Background: an optimization exercise with open tools, aiming at small area. Do not read the settings as production practice.
No functional check of the RTL was part of this run.
No activity file was given, so power comes from the tool's default toggle rates.

==> flow/design.v <==
`timescale 1ns / 1ps
module ALU
(
	input  wire                                 CLK,
	input  wire                                 RST,
	input  wire 					            En_in,
	input  wire signed [3-2:0]         Opcode_in,
	input  wire 					            ReLU_en_in,
	input  wire 					            S0_valid_in,
	input  wire signed [16-1:0]         S0_in,
	input  wire 					            S1_valid_in,
	input  wire signed [16-1:0]         S1_in,
	input  wire 					            S2_valid_in,
	input  wire signed [16-1:0]         S2_in,
	output wire signed [16-1:0]         Result_out,
	output wire  					           	Valid_out
);
	wire signed [16-1:0]      			MAC_wr;
	wire 				      					MAC_valid_wr;
	wire signed [16-1:0]      			Max_wr;
	wire 				      					Max_valid_wr;
	wire signed [16-1:0]                Weight_wr = S0_in;  
	reg signed [16-1:0]      			Result_rg;
	reg 				      					Result_valid_rg;
	reg [3-2:0]             		    Opcode_1_rg, Opcode_2_rg;
	reg											En_1_rg, En_2_rg; 
	MAC  mac
	(
    .CLK(CLK),                      
    .RST(RST),
	.ReLU_en_in(ReLU_en_in),
    .S0_valid_in(S0_valid_in),        
    .S0_in(Weight_wr),  
    .S1_valid_in(S1_valid_in),        
    .S1_in(S1_in),  
    .S2_valid_in(S2_valid_in),        
    .S2_in(S2_in), 
    .MAC_valid_out(MAC_valid_wr),  
    .MAC_out(MAC_wr)  
	);
	MAX  max (
		.CLK(CLK),                    
		.RST(RST),   
		.data1_valid_in(S1_valid_in),	
		.data1_in(S1_in),    
		.data2_valid_in(S2_valid_in),	
		.data2_in(S2_in), 
		.data_max_valid_out(Max_valid_wr),
		.data_max_out(Max_wr)
	);
    always @(posedge CLK) begin
        if (RST) begin
            Opcode_1_rg 		<= 0; 
			Opcode_2_rg		    <= 0;
            Opcode_1_rg 		<= 0; 
			Opcode_2_rg		    <= 0;
        end
        else begin
			Opcode_1_rg 		<= Opcode_in; 
			Opcode_2_rg		    <= Opcode_1_rg;
			En_1_rg 		    <= En_in; 
			En_2_rg			    <= En_1_rg;
        end
    end
	always @(*) begin
		case (Opcode_2_rg)
			2'b00: begin    
				Result_rg		= 0;
				Result_valid_rg	= 0;
			end
			2'b01: begin    
				Result_rg 		= MAC_wr; 
				Result_valid_rg	= MAC_valid_wr;
			end
			2'b10: begin    
				Result_rg 		= MAC_wr; 
				Result_valid_rg	= MAC_valid_wr;
			end
			2'b11: begin    
				Result_rg		= Max_wr; 
				Result_valid_rg	= Max_valid_wr;
			end
			default: begin
				Result_rg		= 0;
				Result_valid_rg	= 0;
			end
		endcase
	end
	assign Result_out 			= (En_2_rg == 1) ? Result_rg : 0;
	assign Valid_out		    = (En_2_rg == 1) ? Result_valid_rg : 0;
endmodule
module MAC
(
    input wire                          CLK,                      
    input wire                          RST,
	input wire							ReLU_en_in,
    input wire                          S0_valid_in,        
    input wire signed [16-1:0]  S0_in,    
    input wire                          S1_valid_in,        
    input wire signed [16-1:0]  S1_in,    
    input wire                          S2_valid_in,        
    input wire signed [16-1:0]  S2_in,    
    output reg                          MAC_valid_out,  
    output reg signed [16-1:0]  MAC_out   
);
    wire signed [16*2-1:0]      partial_sum_0_wr, partial_sum_1_wr, partial_sum_2_wr, partial_sum_3_wr;
    wire signed [16*2-1:0]      partial_sum_4_wr, partial_sum_5_wr, partial_sum_6_wr, partial_sum_7_wr;
    wire signed [16*2-1:0]      partial_sum_8_wr, partial_sum_9_wr, partial_sum_10_wr, partial_sum_11_wr;
    wire signed [16*2-1:0]      partial_sum_12_wr, partial_sum_13_wr, partial_sum_14_wr, partial_sum_15_wr;
    wire signed [16*2-1:0]      sign_extend_factor_wr;
    wire signed [16*2-1:0]      sum_stage1_wr, sum_stage2_wr;
	wire signed [16-1:0]		sum_final_wr;
    wire signed [16-1:0]        factor_wr;       
	wire signed [16-1:0]      	Bias_wr;
	wire 								both_negative_wr;
	wire signed [16-1:0]  		MAC_wr, MAC_ReLU_wr;
    wire                                ReLU_Valid_wr;
	reg signed [16-1:0]      	accumulation_rg;
	reg signed [16-1:0]      	Bias_rg;
    reg signed [16*2-1:0]       sum_stage1_rg;
    reg signed [16*2-1:0]       sign_extend_factor_rg;
    reg signed [16-1:0]         factor_rg; 
    reg                                 Weight_valid_rg, Signal_valid_rg, Bias_valid_rg;
	reg 								both_negative_rg;
	reg 								ReLU_en_rg;       
    wire signed [16-1:0] abs_S0_in = (S0_in < 0) ? -S0_in : S0_in;
    wire signed [16-1:0] abs_S1_in = (S1_in < 0) ? -S1_in : S1_in;
    assign both_negative_wr	 			= ((S0_in < 0) && (S1_in < 0))|((S0_in > 0) && (S1_in > 0));
    assign sign_extend_factor_wr   			= {{16{abs_S0_in[16-1]}}, abs_S0_in};   
    assign factor_wr     			        = abs_S1_in;   
	assign partial_sum_0_wr  			= factor_wr[0]  ? sign_extend_factor_wr : 32'sd0;
    assign partial_sum_1_wr  			= factor_wr[1]  ? ($signed(sign_extend_factor_wr) << 1)  : 32'sd0;
    assign partial_sum_2_wr  			= factor_wr[2]  ? ($signed(sign_extend_factor_wr) << 2)  : 32'sd0;
    assign partial_sum_3_wr  			= factor_wr[3]  ? ($signed(sign_extend_factor_wr) << 3)  : 32'sd0;
    assign partial_sum_4_wr  			= factor_wr[4]  ? ($signed(sign_extend_factor_wr) << 4)  : 32'sd0;
    assign partial_sum_5_wr  			= factor_wr[5]  ? ($signed(sign_extend_factor_wr) << 5)  : 32'sd0;
    assign partial_sum_6_wr  			= factor_wr[6]  ? ($signed(sign_extend_factor_wr) << 6)  : 32'sd0;
    assign partial_sum_7_wr  			= factor_wr[7]  ? ($signed(sign_extend_factor_wr) << 7)  : 32'sd0;
	assign partial_sum_8_wr  			= factor_wr[8]  ? ($signed(sign_extend_factor_wr) << 8)  : 32'sd0;
	assign partial_sum_9_wr   			= factor_wr[9]  ? ($signed(sign_extend_factor_wr) << 9)  : 32'sd0;
    assign sum_stage1_wr = partial_sum_0_wr + partial_sum_1_wr + partial_sum_2_wr + partial_sum_3_wr + partial_sum_4_wr 
							+ partial_sum_5_wr + partial_sum_6_wr + partial_sum_7_wr + partial_sum_8_wr + partial_sum_9_wr;
    assign partial_sum_10_wr  			= factor_rg[10] ? ($signed(sign_extend_factor_rg) << 10) : 32'sd0;
    assign partial_sum_11_wr  			= factor_rg[11] ? ($signed(sign_extend_factor_rg) << 11) : 32'sd0;
    assign partial_sum_12_wr  			= factor_rg[12] ? ($signed(sign_extend_factor_rg) << 12) : 32'sd0;
    assign partial_sum_13_wr  			= factor_rg[13] ? ($signed(sign_extend_factor_rg) << 13) : 32'sd0;
    assign partial_sum_14_wr  			= factor_rg[14] ? ($signed(sign_extend_factor_rg) << 14) : 32'sd0;
    assign partial_sum_15_wr  			= factor_rg[15] ? ($signed(sign_extend_factor_rg) << 15) : 32'sd0;
    assign sum_stage2_wr 				= partial_sum_10_wr + partial_sum_11_wr + partial_sum_12_wr + partial_sum_13_wr 
										+ partial_sum_14_wr + partial_sum_15_wr + sum_stage1_rg;
	assign sum_final_wr					= (both_negative_rg) ? $signed(sum_stage2_wr[23:8]+sum_stage2_wr[7:7]) : -$signed(sum_stage2_wr[23:8]+sum_stage2_wr[7:7]);
	assign Bias_wr						= (Bias_valid_rg) ? Bias_rg : 0;
	assign ReLU_Valid_wr                = Bias_valid_rg & ReLU_en_rg;
	assign MAC_wr						= sum_final_wr + accumulation_rg + Bias_wr;
	assign MAC_ReLU_wr					= (ReLU_Valid_wr & MAC_wr[16-1:16-1]) ? 0 : MAC_wr;
    always @(posedge CLK) begin
        if (RST | ~S0_valid_in | ~S1_valid_in) begin
            sum_stage1_rg       		<= 0;
            sign_extend_factor_rg     	<= 0;
            factor_rg       		    <= 0;
            Weight_valid_rg         	<= 0;
            Signal_valid_rg         	<= 0;
            Bias_valid_rg         		<= 0;
            MAC_out              		<= 0;
			both_negative_rg			<= 0;
			accumulation_rg				<= 0;
			Bias_rg						<= 0;
			MAC_valid_out            	<= 0;
			ReLU_en_rg					<= 0;
        end 		
        else begin		
            sum_stage1_rg       		<= sum_stage1_wr;
            sign_extend_factor_rg     	<= sign_extend_factor_wr;
            factor_rg       		    <= abs_S1_in;
            Weight_valid_rg         	<= S0_valid_in;
            Signal_valid_rg             <= S1_valid_in;
            Bias_valid_rg         		<= S2_valid_in;
			Bias_rg						<= S2_in;
			both_negative_rg			<= both_negative_wr;
			if(Bias_valid_rg) begin
				accumulation_rg			<= 0;  
			end                         
			else if(Weight_valid_rg|Signal_valid_rg)  begin                  
				accumulation_rg			<= MAC_wr;  
			end
			else begin
				accumulation_rg			<= 0;
			end
			ReLU_en_rg					<= ReLU_en_in;
			MAC_out            		    <= MAC_ReLU_wr;
            MAC_valid_out            	<= Bias_valid_rg;
        end
    end
endmodule
module MAX
(
    input                                       CLK,
    input                                       RST,
    input                                       data1_valid_in,
    input       signed      [16-1:0]    data1_in,
    input                                       data2_valid_in,
    input       signed      [16-1:0]    data2_in,
    output reg                                  data_max_valid_out,
    output reg  signed      [16-1:0]    data_max_out
);
    wire    signed [16-1:0] max_value_wr;
    wire    data_max_valid_wr;
    reg     signed [16-1:0] max_value_rg;
    reg     data1_valid_rg, data2_valid_rg;
    assign max_value_wr = (data1_in > data2_in) ? data1_in : data2_in;
    always@ (posedge CLK) begin
        if(RST) begin
            data1_valid_rg      <= 0;
            data2_valid_rg      <= 0;
            max_value_rg        <= 0;
        end
        else begin
            max_value_rg        <= max_value_wr;
            data1_valid_rg      <= data1_valid_in;
            data2_valid_rg      <= data2_valid_in;
            data_max_out        <= max_value_rg;
            if(data1_valid_rg & data2_valid_rg) begin
                data_max_valid_out  <= 1'b1;
            end
            else begin
                data_max_valid_out  <= 1'b0;
            end               
        end
    end
endmodule
`timescale 1ns/1ns
module Dual_Port_RAM_1K
#(
  parameter AWIDTH = 10,  
  parameter DWIDTH = 32  
)
(
  input clk,  
  input ena,
  input wea,
  input [AWIDTH-1:0] addra, 
  input [DWIDTH-1:0] dina, 
  output reg [DWIDTH-1:0] douta,
  input enb,
  input web, 
  input [AWIDTH-1:0] addrb, 
  input [DWIDTH-1:0] dinb, 
  output reg [DWIDTH-1:0] doutb,
  output wire [3-1:0] label_out
);
	reg  [DWIDTH-1:0] mem [2**AWIDTH-1:0];
	reg   [DWIDTH-1:0] mem0, mem1, mem2, mem3, mem4;
    assign label_out = (mem0 > mem1 & mem0 > mem2 & mem0 > mem3 & mem0 > mem4) ? 3'b000 : (mem1 > mem0 & mem1 > mem2 & mem1 > mem3 & mem1 > mem4 ? 3'b001 : (mem2 > mem0 & mem2 > mem1 & mem2 > mem3 & mem2 > mem4 ? 3'b010 : (mem3 > mem0 & mem3 > mem1 & mem3 > mem2 & mem3 > mem4 ? 3'b011 : (mem4 > mem0 & mem4 > mem1 & mem4 > mem2 & mem4 > mem3 ? 3'b100 : 3'b000))));
    always @(posedge clk) begin
		if (ena&enb) begin
			if(wea) begin
				mem[addra] <= dina;
			end
			else if(web) begin
				mem[addrb] <= dinb;
			end
			douta <= mem[addra];
			doutb <= mem[addrb];
		end
		else if(ena) begin
			if(wea) begin
				mem[addra] <= dina;
			end
			douta <= mem[addra];
		end
		else if (enb) begin
			if(web) begin
				mem[addrb] <= dinb;
			end
			doutb <= mem[addrb];
		end
		mem0 <= $signed(mem[0]);
		mem1 <= $signed(mem[1]);
		mem2 <= $signed(mem[2]);
		mem3 <= $signed(mem[3]);
		mem4 <= $signed(mem[4]);
	end
endmodule
module Dual_Port_RAM_1K_out
#(
  parameter AWIDTH = 10,  
  parameter DWIDTH = 32  
)
(
  input clk,  
  input ena,
  input wea,
  input [AWIDTH-1:0] addra, 
  input [DWIDTH-1:0] dina, 
  output reg [DWIDTH-1:0] douta,
  input enb,
  input web, 
  input [AWIDTH-1:0] addrb, 
  input [DWIDTH-1:0] dinb, 
  output reg [DWIDTH-1:0] doutb,
  output wire [3-1:0] label_out
);
	reg  [DWIDTH-1:0] mem [2**AWIDTH-1:0];
	reg   [DWIDTH-1:0] mem0, mem1, mem2, mem3, mem4;
    assign label_out = (mem0 > mem1 & mem0 > mem2 & mem0 > mem3 & mem0 > mem4) ? 3'b000 : (mem1 > mem0 & mem1 > mem2 & mem1 > mem3 & mem1 > mem4 ? 3'b001 : (mem2 > mem0 & mem2 > mem1 & mem2 > mem3 & mem2 > mem4 ? 3'b010 : (mem3 > mem0 & mem3 > mem1 & mem3 > mem2 & mem3 > mem4 ? 3'b011 : (mem4 > mem0 & mem4 > mem1 & mem4 > mem2 & mem4 > mem3 ? 3'b100 : 3'b000))));
    always @(posedge clk) begin
		if (ena&enb) begin
			if(wea) begin
				mem[addra] <= dina;
			end
			else if(web) begin
				mem[addrb] <= dinb;
			end
			douta <= mem[addra];
			doutb <= mem[addrb];
		end
		else if(ena) begin
			if(wea) begin
				mem[addra] <= dina;
			end
			douta <= mem[addra];
		end
		else if (enb) begin
			if(web) begin
				mem[addrb] <= dinb;
			end
			doutb <= mem[addrb];
		end
		mem0 <= $signed(mem[0]);
		mem1 <= $signed(mem[1]);
		mem2 <= $signed(mem[2]);
		mem3 <= $signed(mem[3]);
		mem4 <= $signed(mem[4]);
	end
endmodule
module Dual_Port_RAM_16K
#(
  parameter AWIDTH = 14,  
  parameter DWIDTH = 33  
)
(
  input clk,  
  input ena,
  input wea,
  input [AWIDTH-1:0] addra, 
  input [DWIDTH-1:0] dina, 
  output reg [DWIDTH-1:0] douta,
  input enb,
  input web, 
  input [AWIDTH-1:0] addrb, 
  input [DWIDTH-1:0] dinb, 
  output reg [DWIDTH-1:0] doutb
);
	reg [DWIDTH-1:0] mem [2**AWIDTH-1:0];
	always @(posedge clk) begin
		if (ena&enb) begin
			if(wea) begin
				mem[addra] <= dina;
			end
			else if(web) begin
				mem[addrb] <= dinb;
			end
			douta <= mem[addra];
			doutb <= mem[addrb];
		end
		else if(ena) begin
			if(wea) begin
				mem[addra] <= dina;
			end
			douta <= mem[addra];
		end
		else if (enb) begin
			if(web) begin
				mem[addrb] <= dinb;
			end
			doutb <= mem[addrb];
		end		
	end
endmodule
`timescale 1ns / 1ns
module LSU
(
	input  wire                                 	CLK,
	input  wire                                 	RST,
	input  wire [2+6-1:0] 	AXI_LDM_addra_in,
	input  wire signed [16-1:0]          	AXI_LDM_dina_in,
	input  wire 					              	AXI_LDM_ena_in,
	input  wire 					              	AXI_LDM_wea_in,
	output  wire  [3-1:0]                     	AXI_LDM_douta_out,
	input  wire [2+6-1:0]  	CTRL_LDM_addra_in,
	input  wire 					              	CTRL_LDM_ena_in,
	input  wire 					              	CTRL_LDM_wea_in, 
	input  wire [2+6-1:0]  	CTRL_LDM_addrb_in,
	input  wire 					              	CTRL_LDM_enb_in,
	input  wire 					              	CTRL_LDM_web_in,
	input  wire signed [3-2:0]			    Opcode_in,
	input  wire [2+6-1:0]  	ALU_LDM_addrb_in,
	input  wire signed [16-1:0]          	ALU_LDM_dinb_in,
	input  wire 					              	ALU_LDM_enb_in,
	input  wire 					              	ALU_LDM_web_in, 
	output wire signed [16-1:0]           	Pixel_0_out,
	output wire 						           	Pixel_0_valid_out,
	output wire signed [16-1:0]           	Pixel_1_out,
	output wire 						           	Pixel_1_valid_out,
	output wire signed [16-1:0]           	Pixel_2_out,
	output wire 						           	Pixel_2_valid_out
);
	wire  					     					LDM0_ena_wr, LDM3_ena_wr, LDM0_enb_wr, LDM3_enb_wr;
	wire  					     					LDM0_wea_wr, LDM3_wea_wr, LDM0_web_wr, LDM3_web_wr;
	wire [6-1:0]						    LDM0_addra_wr, LDM3_addra_wr, LDM0_addrb_wr, LDM3_addrb_wr;
	wire [16-1:0]							LDM0_dina_wr, LDM3_dina_wr, LDM0_dinb_wr, LDM3_dinb_wr;
	wire [16-1:0]							LDM0_douta_wr, LDM3_douta_wr, LDM0_doutb_wr, LDM3_doutb_wr;
	wire signed [16-1:0]           		Pixel_2_wr;
	wire 						           			Pixel_2_valid_wr;	
	reg  					     					LDM0_ena_rg, LDM3_ena_rg, LDM0_enb_rg, LDM3_enb_rg;
	reg  					     					LDM0_wea_rg, LDM3_wea_rg, LDM0_web_rg, LDM3_web_rg;
	reg												AXI_LDM_ena_rg;
	reg	[2-1:0]							AXI_LDM_addra_rg;
	reg [2-1:0]  						CTRL_LDM_addra_rg, CTRL_LDM_addrb_rg;
	reg [6-1:0]                          LDM3_addra_rg;
	reg signed [16-1:0]           			Pixel_2_rg;
	reg 						           			Pixel_2_valid_rg;
	reg signed [3-2:0]					Opcode_rg;
	assign LDM0_ena_wr 		= (AXI_LDM_ena_in & (AXI_LDM_addra_in[2+6-1:6]==0)) ? AXI_LDM_ena_in:
							  (CTRL_LDM_ena_in & (CTRL_LDM_addra_in[2+6-1:6]==0)) ? CTRL_LDM_ena_in: 0;
	assign LDM0_wea_wr 		= (AXI_LDM_addra_in[2+6-1:6]==0) ? AXI_LDM_wea_in: 0;
	assign LDM0_addra_wr 	= (AXI_LDM_ena_in & (AXI_LDM_addra_in[2+6-1:6]==0)) ? AXI_LDM_addra_in[6-1:0]:
							  (CTRL_LDM_ena_in & (CTRL_LDM_addra_in[2+6-1:6]==0)) ? CTRL_LDM_addra_in[6-1:0]: 0;
	assign LDM0_dina_wr 	= (AXI_LDM_addra_in[2+6-1:6]==0) ? AXI_LDM_dina_in: 0;
	assign LDM0_enb_wr 		= (ALU_LDM_enb_in & (ALU_LDM_addrb_in[2+6-1:6]==0)) ? ALU_LDM_enb_in:
							  (CTRL_LDM_enb_in & (CTRL_LDM_addrb_in[2+6-1:6]==0)) ? CTRL_LDM_enb_in: 0;
	assign LDM0_web_wr 		= (ALU_LDM_enb_in & (ALU_LDM_addrb_in[2+6-1:6]==0)) ? ALU_LDM_web_in: 0;
	assign LDM0_addrb_wr 	= (ALU_LDM_enb_in & (ALU_LDM_addrb_in[2+6-1:6]==0)) ? ALU_LDM_addrb_in[6-1:0]:
							  (CTRL_LDM_enb_in & (CTRL_LDM_addrb_in[2+6-1:6]==0)) ? CTRL_LDM_addrb_in[6-1:0]: 0;
	assign LDM0_dinb_wr 	= ALU_LDM_dinb_in;
	assign LDM3_ena_wr 		= (Opcode_in == 2'b10) ? CTRL_LDM_ena_in: (AXI_LDM_ena_in & (AXI_LDM_addra_in[2+6-1:6]==3)) ? AXI_LDM_ena_in:
							 (CTRL_LDM_ena_in & (CTRL_LDM_addra_in[2+6-1:6]==3)) ? CTRL_LDM_ena_in : 0;						  
	assign LDM3_wea_wr 		= 0;
	assign LDM3_addra_wr 	= (Opcode_in == 2'b10) ? CTRL_LDM_addra_in: (AXI_LDM_ena_in & (AXI_LDM_addra_in[2+6-1:6]==3)) ? AXI_LDM_addra_in[6-1:0]:
						      (CTRL_LDM_ena_in & (CTRL_LDM_addra_in[2+6-1:6]==3)) ? CTRL_LDM_addra_in[6-1:0] : 0;						  
	assign LDM3_dina_wr 	= 0;
	assign LDM3_enb_wr 		= (ALU_LDM_enb_in & (ALU_LDM_addrb_in[2+6-1:6]==3)) ? ALU_LDM_enb_in:
							  (CTRL_LDM_enb_in & (CTRL_LDM_addrb_in[2+6-1:6]==3)) ? CTRL_LDM_enb_in: 0;					  
	assign LDM3_web_wr 		= (ALU_LDM_enb_in & (ALU_LDM_addrb_in[2+6-1:6]==3)) ? ALU_LDM_web_in: 0;
	assign LDM3_addrb_wr 	= (ALU_LDM_enb_in & (ALU_LDM_addrb_in[2+6-1:6]==3)) ? ALU_LDM_addrb_in[6-1:0]: 
							  (CTRL_LDM_enb_in & (CTRL_LDM_addrb_in[2+6-1:6]==3)) ? CTRL_LDM_addrb_in[6-1:0]: 0;
	assign LDM3_dinb_wr 	= ALU_LDM_dinb_in;
	Dual_Port_RAM_1K #
	(.DWIDTH(16), .AWIDTH(6))  LDM0 (
	  .clk(CLK),  
	  .ena(LDM0_ena_wr),  
	  .wea(LDM0_wea_wr),  
	  .addra(LDM0_addra_wr),  
	  .dina(LDM0_dina_wr),  
	  .douta(LDM0_douta_wr),  
	  .enb(LDM0_enb_wr),  
	  .web(LDM0_web_wr),  
	  .addrb(LDM0_addrb_wr),  
	  .dinb(LDM0_dinb_wr),  
	  .doutb(LDM0_doutb_wr)  
	  );
	Dual_Port_RAM_1K #
	(.DWIDTH(16), .AWIDTH(6)) LDM3 (
	  .clk(CLK),  
	  .ena(LDM3_ena_wr),  
	  .wea(LDM3_wea_wr),  
	  .addra(LDM3_addra_wr),  
	  .dina(LDM3_dina_wr),  
	  .douta(LDM3_douta_wr),  
	  .enb(LDM3_enb_wr),  
	  .web(LDM3_web_wr),  
	  .addrb(LDM3_addrb_wr),  
	  .dinb(LDM3_dinb_wr),  
	  .doutb(LDM3_doutb_wr),  
	  .label_out(AXI_LDM_douta_out)
	  );
	always @(posedge CLK) begin
		if (RST) begin
		    LDM3_addra_rg       <= 0;
			LDM0_ena_rg			<= 0;
			LDM3_ena_rg			<= 0;
			LDM0_enb_rg			<= 0;
			LDM3_enb_rg			<= 0;
			LDM0_wea_rg			<= 0;
			LDM3_wea_rg			<= 0;
			LDM0_web_rg			<= 0;
			LDM3_web_rg			<= 0;
			CTRL_LDM_addra_rg	<= 0;
			CTRL_LDM_addrb_rg	<= 0;
			AXI_LDM_addra_rg	<= 0;
			AXI_LDM_ena_rg		<= 0;
			Pixel_2_rg			<= 0;
			Pixel_2_valid_rg	<= 0;
			Opcode_rg			<= 0;
		end	
		else begin	
			LDM0_ena_rg			<= LDM0_ena_wr;
			LDM3_ena_rg			<= LDM3_ena_wr;
			LDM0_enb_rg			<= LDM0_enb_wr;
			LDM3_enb_rg			<= LDM3_enb_wr;
			LDM0_wea_rg			<= LDM0_wea_wr;
			LDM3_wea_rg			<= LDM3_wea_wr;
			LDM0_web_rg			<= LDM0_web_wr;
			LDM3_web_rg			<= LDM3_web_wr;
			CTRL_LDM_addra_rg	<= CTRL_LDM_addra_in[2+6-1:6];
			CTRL_LDM_addrb_rg	<= CTRL_LDM_addrb_in[2+6-1:6];
			AXI_LDM_addra_rg	<= AXI_LDM_addra_in[2+6-1:6];
			AXI_LDM_ena_rg		<= AXI_LDM_ena_in;
			Pixel_2_rg			<= Pixel_2_wr;
			Pixel_2_valid_rg	<= Pixel_2_valid_wr;
			LDM3_addra_rg       <= LDM3_addra_wr;
			Opcode_rg				<= Opcode_in;
		end
	 end
	assign Pixel_0_out  		= (CTRL_LDM_addra_rg==0) ? LDM0_douta_wr :  LDM3_douta_wr;							 
	assign Pixel_0_valid_out  	= (CTRL_LDM_addra_rg==0) ? LDM0_ena_rg&~LDM0_wea_rg : LDM3_ena_rg&~LDM3_wea_rg;
	assign Pixel_1_out  		= (CTRL_LDM_addrb_rg==0) ? LDM0_doutb_wr :LDM3_doutb_wr;
	assign Pixel_1_valid_out  	= (CTRL_LDM_addrb_rg==0) ? LDM0_enb_rg&~LDM0_web_rg  :LDM3_enb_rg&~LDM3_web_rg;
	assign Pixel_2_wr	  		= 0;
	assign Pixel_2_valid_wr  	= (Opcode_rg==2'b10) & (LDM3_addra_wr != LDM3_addra_rg) ? 1 : 0;
	assign Pixel_2_out  		= Pixel_2_rg;
	assign Pixel_2_valid_out  	= Pixel_2_valid_rg;
endmodule
`timescale 1ns/1ns
module PE
#(
	parameter                                   	PE_IDX = 0
)
(
	input  wire                                 	CLK,
	input  wire                                 	RST,
	input  wire [5+2+6-1:0] AXI_LDM_addra_in,
	input  wire signed [16-1:0]          	AXI_LDM_dina_in,
	input  wire 					              	AXI_LDM_ena_in,
	input  wire 					              	AXI_LDM_wea_in,
	output  wire            [3-1:0]         	AXI_LDM_douta_out,
	input  wire 					              	En_in,
	input  wire                                     Overarray_in,
	input  wire 					              	layer_done_in,
	input  wire signed [3-1:0]			Opcode_in,
	input  wire 					              	Parity_PE_Selection_in,  
	input  wire [2+6-1:0]  CTRL_LDM_addra_in,
	input  wire 					              	CTRL_LDM_ena_in,
	input  wire 					              	CTRL_LDM_wea_in,
	input  wire [2+6-1:0]  CTRL_LDM_addrb_in,
	input  wire 					              	CTRL_LDM_enb_in,
	input  wire 					              	CTRL_LDM_web_in,
	input  wire [2+6-1:0]  	CTRL_LDM_Store_in,
	input  wire 					              	Stride_in,  
	input  wire 					              	CTRL_LDM_addra_Incr_in,  
	input  wire 					            	Weight_valid_in,	
	input  wire signed [16-1:0]             Weight_in,
	input  wire 					            	Bias_valid_in,	
	input  wire signed [16-1:0]             Bias_in,
	input  wire 					            	Pixel_0_valid_in,	
	input  wire signed [16-1:0]             Pixel_0_in,
	input  wire 					            	Pixel_1_valid_in,	
	input  wire signed [16-1:0]             Pixel_1_in,
	input  wire 					            	Pixel_2_valid_in,	
	input  wire signed [16-1:0]             Pixel_2_in,	
	output wire signed [16-1:0]           	Pixel_0_out,
	output wire 						           	Pixel_0_valid_out,
	output wire signed [16-1:0]           	Pixel_1_out,
	output wire 						           	Pixel_1_valid_out
);
	wire  					           	  			S0_valid_wr;
	wire signed [16-1:0]           	  		S0_wr;
	wire  					           	  			S1_valid_wr;
	wire signed [16-1:0]           	  		S1_wr;
	wire  					           	  			S2_valid_wr;
	wire signed [16-1:0]           	  		S2_wr;
	wire  					           	  			Result_valid_wr;
	wire signed [16-1:0]           	  		Result_wr;
	wire signed [16-1:0]           			Pixel_2_out_wr;
	wire 						           			Pixel_2_valid_out_wr;
	wire [6-1:0] 						CTRL_LDM_addra_wr;
	wire [6-1:0] 						CTRL_LDM_addrb_wr;
	wire 					              			CTRL_LDM_ena_wr, CTRL_LDM_enb_wr;
	wire signed [16-1:0]          			ALU_LDM_dinb_wr;
	wire 					              			ALU_LDM_enb_wr;
	wire 					              			ALU_LDM_web_wr;
	wire [2+6-1:0]  			ALU_LDM_addrb_wr;
	reg [6-1:0]  						ALU_LDM_addrb_rg;
	reg												Pixel_0_valid_rg;
	wire 					              			AXI_LDM_ena_wr;
	assign AXI_LDM_ena_wr 		= (AXI_LDM_addra_in[5+2+6-1:2+6] == PE_IDX) ? AXI_LDM_ena_in: 1'b0;
	assign CTRL_LDM_ena_wr		= CTRL_LDM_ena_in;
	assign CTRL_LDM_enb_wr		= CTRL_LDM_enb_in;
	assign S0_valid_wr 			= (Opcode_in[3-2:0] == 2'b01) ? Weight_valid_in :
	                              (Opcode_in[3-2:0] == 2'b10) ? 1 : Pixel_0_valid_in ;
	assign S0_wr 				= (Opcode_in[3-2:0] == 2'b01) ? Weight_in :
	                              (Opcode_in[3-2:0] == 2'b10) ? 8'h0015 : Pixel_0_in;
	assign S1_valid_wr 			= (Opcode_in[3-2:0] == 2'b00) ? 0 : (Opcode_in[3-2:0] == 2'b11) ? Pixel_1_valid_in : Pixel_0_valid_in;
	assign S1_wr 				= (Opcode_in[3-2:0] == 2'b11) ? Pixel_1_in : (PE_IDX == 39 & Overarray_in ? 0 : Pixel_0_in);
	assign S2_valid_wr 			= (Opcode_in[3-2:0] == 2'b11) ? Pixel_2_valid_in : 
								  (Opcode_in[3-2:0] == 2'b01) ? Bias_valid_in : Pixel_2_valid_out_wr;
	assign S2_wr 				= (Opcode_in[3-2:0] == 2'b11) ? Pixel_2_in : 
								  ((Opcode_in[3-2:0] == 2'b01) & (Bias_valid_in)) ? Bias_in : Pixel_2_out_wr;
	assign CTRL_LDM_addra_wr	= CTRL_LDM_addra_Incr_in + CTRL_LDM_addra_in[6-1:0];
	assign CTRL_LDM_addrb_wr	= CTRL_LDM_addra_Incr_in + CTRL_LDM_addrb_in[6-1:0];
	LSU lsu(
		.CLK(CLK),
		.RST(RST),
		.AXI_LDM_addra_in(AXI_LDM_addra_in[2+6-1:0]),
		.AXI_LDM_dina_in(AXI_LDM_dina_in),
		.AXI_LDM_ena_in(AXI_LDM_ena_wr),
		.AXI_LDM_wea_in(AXI_LDM_wea_in),
		.AXI_LDM_douta_out(AXI_LDM_douta_out),
		.CTRL_LDM_addra_in({CTRL_LDM_addra_in[2+6-1:6],CTRL_LDM_addra_wr}),
		.CTRL_LDM_ena_in(CTRL_LDM_ena_wr),
		.CTRL_LDM_wea_in(CTRL_LDM_wea_in),
		.CTRL_LDM_addrb_in({CTRL_LDM_addrb_in[2+6-1:6],CTRL_LDM_addrb_wr}),
		.CTRL_LDM_enb_in(CTRL_LDM_enb_wr),
		.CTRL_LDM_web_in(CTRL_LDM_web_in),
		.Opcode_in(Opcode_in[3-2:0]),
		.ALU_LDM_addrb_in(ALU_LDM_addrb_wr),
		.ALU_LDM_dinb_in(ALU_LDM_dinb_wr),
		.ALU_LDM_enb_in(ALU_LDM_enb_wr),
		.ALU_LDM_web_in(ALU_LDM_web_wr),
		.Pixel_0_out(Pixel_0_out),
		.Pixel_0_valid_out(Pixel_0_valid_out),
		.Pixel_1_out(Pixel_1_out),
		.Pixel_1_valid_out(Pixel_1_valid_out),		
		.Pixel_2_out(Pixel_2_out_wr),
		.Pixel_2_valid_out(Pixel_2_valid_out_wr)	
	);
	ALU alu
	(
		.CLK(CLK),
		.RST(RST),
		.En_in(En_in),
		.Opcode_in(Opcode_in[3-2:0]),
		.ReLU_en_in(Opcode_in[3-1:3-1]),
		.S0_valid_in(S0_valid_wr),
		.S0_in(S0_wr),
		.S1_valid_in(S1_valid_wr),
		.S1_in(S1_wr),
		.S2_valid_in(S2_valid_wr),
		.S2_in(S2_wr),
		.Result_out(Result_wr),
		.Valid_out(Result_valid_wr)
	);
	assign ALU_LDM_dinb_wr 	= Result_wr;
	assign ALU_LDM_enb_wr 	= Result_valid_wr&En_in;
	assign ALU_LDM_web_wr 	= Result_valid_wr&En_in;
	assign ALU_LDM_addrb_wr	= {CTRL_LDM_Store_in[2+6-1:6],ALU_LDM_addrb_rg+CTRL_LDM_Store_in[6-1:0]};
	always @(posedge CLK) begin
		if (RST) begin
			ALU_LDM_addrb_rg	<= 6'h3F;
			Pixel_0_valid_rg	<= 0;
		end	
		else begin			
			if(layer_done_in) begin
				ALU_LDM_addrb_rg	<= 6'h3F;
				Pixel_0_valid_rg	<= 0;
			end
			else if(En_in) begin
				Pixel_0_valid_rg	<= Pixel_0_valid_in;
				if(Opcode_in[3-2:0] == 2'b01) begin
					ALU_LDM_addrb_rg	<= ALU_LDM_addrb_rg + Bias_valid_in;
				end
				else if (Opcode_in[3-2:0] == 2'b10) begin
				    ALU_LDM_addrb_rg	<= ALU_LDM_addrb_rg + Pixel_2_valid_out_wr;
				end
				else begin 
					ALU_LDM_addrb_rg	<= ALU_LDM_addrb_rg + Pixel_0_valid_rg;
				end
			end
		end
	 end
endmodule
==> flow/run.sh <==
#!/bin/bash
# synth_recipe.tcl (not shown) runs the flow's synth.tcl, then flattens the netlist and writes it again
# the make line also repeats each setting of config.mk as NAME=value (left out here)
make -C /OpenROAD-flow-scripts/flow DESIGN_CONFIG=/design/flow/config.mk WORK_HOME=/design/flow/orfs CLKGATE_MAP_FILE= SYNTH_SCRIPT=/design/flow/synth_recipe.tcl finish
==> flow/config.mk <==
export PLATFORM = sky130hd
export DESIGN_NAME = PE
export DESIGN_NICKNAME = PE
export VERILOG_FILES = /design/flow/design.v
export SDC_FILE = /design/flow/constraint.sdc
export NUM_CORES = 4
export LEC_CHECK = 0
export CAP_MARGIN = 20
export CORE_MARGIN = 2
export CORE_UTILIZATION = 40
export SLEW_MARGIN = 20
==> flow/constraint.sdc <==
create_clock -name core_clock -period 10.0 [get_ports {CLK}]
set_input_delay 2.0000 -clock core_clock [delete_from_list [all_inputs] [get_ports {CLK}]]
set_output_delay 2.0000 -clock core_clock [all_outputs]
set_load 0.01 [all_outputs]
==> flow_metrics.py <==
metrics = {
    "clocking": {
        "cts_buffers": 249,
        "holdBufCountCts": 0,
        "clockRootBuffer": "clkbuf_16",
        "htreeDepth": 4,
        "postCtsResizedCells": 0,
        "clock_path_buffers": 4,
        "insertion_delay_ns": 0.94,
        "cts_tree": "built",
        "clock_sinks": 2349,
        "cts_setup_buffers": 0,
        "clk_pin_slew_ns": 0.07,
    },
    "setup_path": {
        "slowest_delay_ns": 0.53,
        "cp_slowest_cell": "fa_1",
        "end_kind": "register",
        "critical_path_class": "in -> reg",
        "arrival_ns": 9.55,
        "start_kind": "input port",
        "crit_required_ns": 10.78,
        "path_max_fanout": 18,
    },
    "pwr": {
        "switching_share_pct": 29.7,
        "switchingPower_w": 0.00769,
        "pwr-share-comb_pct": 22.7,
        "clkPwrFrac_pct": 35.9,
        "seqPwrFrac_pct": 41.4,
        "p_int_w": 0.0182,
        "vdd_drop_max_mv": 0.310,
        "power.density_nw_per_um2": 188,
        "power.total_w": 0.0259,
        "p_leak_nw": 50.0,
    },
    "synthesis": {
        "synthSimpleGateAreaFrac_pct": 20.3,
        "synth_top_cell_by_area": "edfxtp_1",
        "async_reset_ff_share_pct": 0,
        "synth_fa_ha_area_share_pct": 5.81,
        "ys_warn_count": 6,
        "synth_top_area_share_pct": 52.6,
        "syn_nets": 12600,
        "syn-cell-area_um2": 122000,
        "ys_seq_area_share_pct": 56.1,
        "synth-main-ff-cell": "edfxtp_1",
        "ys_types": 91,
        "synth_common_cells": "nand2_1, edfxtp_1, nand3_1",
        "synthXorXnorAreaFrac_pct": 1.08,
        "synth_top_family_by_area": "simple AND/OR/NAND/NOR gates",
        "synth_edf_count": 2131,
        "yosys-mux-area-fraction_pct": 1.09,
        "netlist_instances": 12000,
        "synth-compound-area-share_pct": 11.8,
        "yosysMostFrequentCell": "nand2_1",
        "synth_area_leaders": "edfxtp_1, nand2_1, nand3_1",
        "syn_avg_cell_area_um2": 10.2,
        "synth-seq-cells": 2349,
    },
    "route": {
        "drc": 0,
        "post_drt_wl_per_cell_um": 30.0,
        "drt-total-wl_um": 484000,
        "viasPerCell": 6.32,
        "drt_iter0_drc": 15100,
        "dr.pass1.iters": 10,
        "drtAntennaViolNets": 0,
        "vias": 102000,
    },
    "place": {
        "gp_congestion": 0.987,
        "place_ws_ns": 0.405,
        "hpwl_um": 306000,
        "placedCellCount": 15700,
        "port_buffers": 186,
    },
    "die": {
        "std_cell_rows": 202,
        "die_area_um2": 309000,
        "chipWidth_um": 556,
        "core_um2": 303000,
        "dieHeight_um": 556,
        "io_pins": 192,
        "start_util_pct": 40.2,
    },
    "worst_hold_path": {
        "min_path_type": "reg -> reg",
    },
    "timing": {
        "max_slew_margin_pct": 9.57,
        "worst_pin_slew_ns": 1.35,
        "final-setup-viol-count": 0,
        "layout_min_cycle_time_ns": 8.77,
        "finalMaxSlewViolations": 0,
        "fin_ws_ns": 1.23,
        "final_hold_viol_count": 0,
        "tns_ns": 0,
        "rsz0062_at_grt": "no",
        "layout_worst_path_cycle_share_pct": 87.7,
        "fin_worst_skew_ns": 0.0770,
        "max_freq_mhz": 114,
    },
    "finish": {
        "nets": 12600,
        "multi_input_area_um2": 49700,
        "nFillCells": 27600,
        "drive_gt1_share_pct": 8.62,
        "area_growth_pct": 13.2,
        "layout.area.seq_um2": 68400,
        "stdcell_count": 16100,
        "final_util_pct": 45.5,
    },
    "global_route": {
        "grt_first_pass_wirelength_um": 687000,
        "grt_max_degree": 167,
        "grt_pass1_vias": 98000,
        "overflow": 0,
        "antenna_found_initial": 32,
        "track_usage_pct": 30.4,
    },
    "flow_run": {
        "drv_cap": 0,
    },
    "status": {
        "outcome": "timing/DRC/antenna clean",
    },
}
logic make-up after synthesis:
group / count (synthesis)
fa+ha+maj: 448
buf+inv: 1189
simple gates: 5725
compound gates: 1999
mux: 112
xor+xnor: 147
flops: 2349
sequential cells by signal, indices dropped and copies added, names as in the netlist, 6 cells and up:
name                           cells
ALU_LDM_addrb_rg                   6
alu.mac.Bias_rg                   16
alu.mac.MAC_out                   16
alu.mac.accumulation_rg           16
alu.mac.factor_rg                  6
alu.mac.sign_extend_factor_rg     14
alu.mac.sum_stage1_rg             17
alu.max.data_max_out              16
alu.max.max_value_rg              16
lsu.LDM0.douta                    16
lsu.LDM0.doutb                    16
lsu.LDM0.mem                    1024
lsu.LDM3.douta                    16
lsu.LDM3.doutb                    16
lsu.LDM3.mem                    1024
lsu.LDM3.mem0                     16
lsu.LDM3.mem1                     16
lsu.LDM3.mem2                     16
lsu.LDM3.mem3                     16
lsu.LDM3.mem4                     16
lsu.LDM3_addra_rg                  6
cells in the final DEF (no fill, tap or decap), types with 146 or more instances in the layout:
cell,count
nand2_1,3307
edfxtp_1,2131
nand3_1,1411
buf_4,376
nor2_1,357
a311oi_1,356
a21oi_1,343
inv_1,308
clkbuf_16,255
ha_1,252
and3_1,238
a22oi_1,220
dfxtp_1,218
a211oi_1,196
fa_1,196
a31oi_1,194
clkdlybuf4s50_1,185
o21ai_0,146
worst max-delay path, delay by kind of cell:
family | cells | cell delay, ns
compound gates | 10 | 2.23
xor+xnor | 2 | 0.65
fa+ha+maj | 6 | 2.47
buf+inv | 6 | 1.46
mux | 1 | 0.14
simple gates | 5 | 0.59
power groups by stage:
stage	clock network, W	registers [W]	logic [W]
after floorplan	0	0.0109	0.00408
after global placement	0	0.0109	0.00575
after detailed placement	0	0.0109	0.00577
after CTS	0.00934	0.0107	0.00580
after global routing	0.00972	0.0107	0.00648
final	0.00930	0.0107	0.00588
layout make-up:
class | count | area share, %
Antenna cell | 17 | 0.0309
Clock buffer | 291 | 4.76
Clock inverter | 165 | 1.09
Inverter | 309 | 0.841
Multi-Input combinational cell | 8431 | 36.0
Sequential cell | 2349 | 49.6
Tap cell | 3978 | 3.61
Timing Repair Buffer | 608 | 4.05
final timing paths:
kind                         start                         to  slack (ns)  cells past startpoint
max reg2reg  alu.mac.factor_rg[11]        alu.mac.MAC_out[12]        1.55                     26
max                   Opcode_in[0]  alu.mac.sum_stage1_rg[20]        1.23                     30
min             lsu.LDM3.mem[1][8]           lsu.LDM3.mem1[8]        0.37                      0
min reg2reg     lsu.LDM3.mem[1][8]           lsu.LDM3.mem1[8]        0.37                      0
stage by stage:
step	hold WS, ns	area [µm²]
finish	0.366	138000
global route	0.386	138000
CTS	0.372	138000
detailed placement	0.389	130000
global placement	0.384	130000
floorplan	0.356	122000
metal layers:
layer  part of all wire (%)  up-vias  track usage [%]  routed length [µm]
met5                  0.025        -                0                 122
li1                       -    43600                -                   -
met3                     12     1472             6.40               56400
met1                     36    49700             38.3              175000
met4                    7.2       16             19.1               34700
met2                     45     7238             47.6              218000

port drivers added, routing unchanged:
No port has a modelled driver above. Below, the same layout with a new extraction and two added sets of constraints.
Step 1: set_driving_cell puts a clkbuf_16 on CLK and a buf_2 on each other input, an assumption about the parent block.
Step 2 adds t to the input delays and takes it off the output delays; t is the mean of the earliest and latest rising clock arrival at the registers after step 1. Input paths then give back, and output paths get back, about the clock's delay inside the block.
Three values: no drivers, after step 1, after step 2; two values: the first two.
t, ns: 1.014
slack for setup (ns): 1.234 / 1.318 / 0.304
hold slack, ns: 0.366 / 0.366 / 0.366
After both steps setup and hold are still met in this run. The setup slack of this run moves by +0.084 ns with the drivers and by -0.930 ns with both steps.
